This design comes from an exercise in tuning for small area, a short achievable clock period and few clock cycles per item on the open sky130 flow, not from production work. No activity file was given, so power comes from the tool's default toggle rates.

==> flow/design.v <==
`timescale 1ns/100ps
module cache_controller(
    input [31:0] current_instruction,
    input clock,
    input reset,
    input [127:0] inst_readdata,
    input inst_BUSY,
    output reg inst_read,
    output [31:0] output_instr,
    output reg [5:0] inst_address,
    output reg BUSY
);
    reg         cache_VALID [7:0];
    reg [2:0]   cache_TAG   [7:0];
    reg [127:0] ring        [7:0];
    reg [2:0]   ptr;
    wire [2:0]  label       [7:0];   
    reg         pend;            
    reg  [2:0]  pend_line;       
    reg         idle_rd;         
    reg         done;            
    reg         waiting;         
    reg [3:0]   word_rd;         
    reg [8:0]   slot_ok;         
    reg [31:0]  out_q;
    wire [9:0] address = current_instruction[9:0];
    wire [2:0] index   = address[6:4];
    wire       fetch   = |current_instruction;
    wire       HIT     = cache_VALID[index] && (cache_TAG[index] == address[9:7]);
    wire       ready   = idle_rd && !done && !waiting;
    wire       enter0  = pend && (pend_line == label[7]);
    wire       enter4  = pend && (pend_line == label[3]);
    wire       enter   = enter0 || enter4;
    wire       go      = !pend || enter || (pend_line == index);
    wire miss   = ready && fetch && !HIT;
    wire read_d = idle_rd ? ((miss || waiting) && go) : inst_BUSY;
    wire wait_d = (miss || waiting) && !go;
    wire done_d = idle_rd ? (ready && fetch && HIT) : !inst_BUSY;
    wire last   = !idle_rd && !inst_BUSY;    
    wire pend_d = last || (pend && !enter && !read_d);
    wire       pend_x    = last || (pend && !enter);
    wire [2:0] pend_next = last ? index : pend_line;
    wire [23:0] labels;
    genvar g;
    generate
        for (g = 0; g < 8; g = g + 1) begin : g_slot
            assign label[g] = g - ptr;
            assign labels[3*g +: 3] = label[g];
        end
    endgenerate
    wire [8:0]  hit;
    wire [35:0] sel_g [3:0];
    cache_slot_match u_match (
        .index(index), .labels({pend_line, labels}), .slot_ok(slot_ok),
        .hit(hit)
    );
    genvar q;
    generate
        for (q = 0; q < 4; q = q + 1) begin : g_sel
            cache_word_select u_select (
                .hit(hit), .word(address[3:2]), .enable(idle_rd),
                .sel(sel_g[q])
            );
        end
    endgenerate
    reg [31:0] out_d;
    integer s, w, b;
    always @(*) begin
        out_d = 32'd0;
        for (b = 0; b < 32; b = b + 1) begin
            for (s = 0; s < 8; s = s + 1)
                for (w = 0; w < 4; w = w + 1)
                    out_d[b] = out_d[b] | (sel_g[b/8][4*s+w] & ring[s][32*w+b]);
            for (w = 0; w < 4; w = w + 1)
                out_d[b] = out_d[b] | ((word_rd[w] | sel_g[b/8][32+w]) & inst_readdata[32*w+b]);
        end
    end
    integer i;
    always @(posedge clock or posedge reset) begin
        if (reset) begin
            idle_rd   <= 1'b1;
            done      <= 1'b0;
            waiting   <= 1'b0;
            pend      <= 1'b0;
            slot_ok   <= 9'h0ff;
            ptr       <= 3'd0;
        end else begin
            idle_rd   <= !read_d;
            done      <= done_d;
            waiting   <= wait_d;
            pend      <= pend_d;
            slot_ok[0] <= !(pend_x && pend_next == label[7]);
            for (i = 1; i < 8; i = i + 1)
                slot_ok[i] <= !(pend_x && pend_next == label[i-1]);
            slot_ok[8] <= pend_x;
            ptr       <= ptr + 3'd1;
        end
    end
    always @(posedge clock) begin
        inst_read    <= read_d;
        for (i = 0; i < 4; i = i + 1)
            word_rd[i] <= read_d && address[3:2] == i;
        BUSY         <= !done_d;
        inst_address <= address[9:4];
        out_q        <= out_d;
        if (last)
            pend_line <= index;
    end
    assign output_instr = out_q;
    always @(posedge clock or posedge reset) begin
        if (reset) begin
            for (i = 0; i < 8; i = i + 1)
                cache_VALID[i] <= 1'b0;
        end else if (last) begin
            cache_VALID[index] <= 1'b1;
        end
    end
    always @(posedge clock) begin
        if (last)
            cache_TAG[index] <= address[9:7];
    end
    always @(posedge clock) begin
        ring[0] <= enter0 ? inst_readdata : ring[7];
        ring[4] <= enter4 ? inst_readdata : ring[3];
        for (i = 1; i < 8; i = i + 1)
            if (i != 4) ring[i] <= ring[i-1];
    end
endmodule
module cache_slot_match (
    input  [2:0]  index,
    input  [26:0] labels,
    input  [8:0]  slot_ok,
    output [8:0]  hit
);
    genvar s;
    generate
        for (s = 0; s < 9; s = s + 1) begin : g_s
            sel_match u_match (.a(index), .b(labels[3*s +: 3]), .en(slot_ok[s]), .y(hit[s]));
        end
    endgenerate
endmodule
module cache_word_select (
    input  [8:0]  hit,
    input  [1:0]  word,
    input         enable,
    output [35:0] sel
);
    wire [3:0] pq;
    sel_dec2 u_pq (.a(word), .en(enable), .y(pq));
    genvar s, w;
    generate
        for (s = 0; s < 9; s = s + 1) begin : g_s
            for (w = 0; w < 4; w = w + 1) begin : g_w
                sel_and2 u_and (.a(hit[s]), .b(pq[w]), .y(sel[4*s+w]));
            end
        end
    endgenerate
endmodule
module sel_dec2 (input [1:0] a, input en, output [3:0] y);
    assign y = {4{en}} & {a[1] & a[0], a[1] & !a[0], !a[1] & a[0], !a[1] & !a[0]};
endmodule
module sel_match (input [2:0] a, input [2:0] b, input en, output y);
    assign y = en && a == b;
endmodule
module sel_and2 (input a, input b, output y);
    assign y = a & b;
endmodule
export LEC_CHECK = 0
export CAP_MARGIN = 20
export CORE_MARGIN = 2
export CORE_UTILIZATION = 55
export CTS_CLUSTER_DIAMETER = 80
export CTS_CLUSTER_SIZE = 25
export PLACE_DENSITY = 0.7
export SETUP_SLACK_MARGIN = 4.15
export SLEW_MARGIN = 20
export SYNTH_HIERARCHICAL = 1
export SYNTH_MINIMUM_KEEP_SIZE = 0
create_clock -name core_clock -period 6.5 [get_ports {clock}]
standard.sh (not shown) runs the stock make flow with config.mk's settings and CLKGATE_MAP_FILE= SYNTH_SCRIPT=/design/flow/synth_recipe.tcl, a recipe that flattens the netlist after the stock synthesis.
==> flow/flow/run.sh <==
#!/bin/bash
# The standard layout, with plain buffers on the ports instead of the
# delay cells buffer_ports picks by default. make's output goes to
# make_finish.log; each ORFS step logs under orfs/logs/.
set -euo pipefail
bash standard.sh \
    BUFFER_PORTS_ARGS="-buffer_cell sky130_fd_sc_hd__buf_1" \
    finish > make_finish.log 2>&1
Edit:
--- a/flow/flow/run.sh
+++ b/flow/flow/run.sh
@@ -6,3 +6,3 @@
 bash standard.sh \
-    BUFFER_PORTS_ARGS="-buffer_cell sky130_fd_sc_hd__buf_1" \
+    BUFFER_PORTS_ARGS="-buffer_cell sky130_fd_sc_hd__buf_2" \
     finish > make_finish.log 2>&1
Count of clock-buffer cells in the layout went up by 2.
Total power went down by 0.31%.
Utilization went down by 0.92 points.
Area after synthesis is unchanged.
Die area stays the same.
Final area went down by 1.4%.
No run of this note included a check of the RTL's function; only the layout flow was run.

-- what the ideal ports hide --
How much do the figures lean on ideal ports? The routed layouts below were timed once more, with nothing changed but the port constraints.
Step 1 assumes that a clkbuf_16 drives the clock port and a buf_2 every other input.
Step 2 also shifts input and output timing later by t, the mid clock arrival at the registers, as if the neighbouring blocks saw the same clock.
Three values: no drivers, after step 1, after step 2; two values: the first two.
run | t (ns) | slack for setup (ns) | latest minus earliest clock arrival (ns) | slew at the worst register clock pin (ns)
the first run | 0.697 | 3.821 / 3.845 / 3.149 | 0.023 / 0.023 | 0.11 / 0.11
the second run | 0.699 | 3.891 / 3.884 / 3.186 | 0.034 / 0.035 | 0.10 / 0.10
After both steps every run listed still meets setup and hold. For the second run, which loses most, drivers alone change the setup slack by -0.007 ns; drivers and shift together by -0.705 ns.
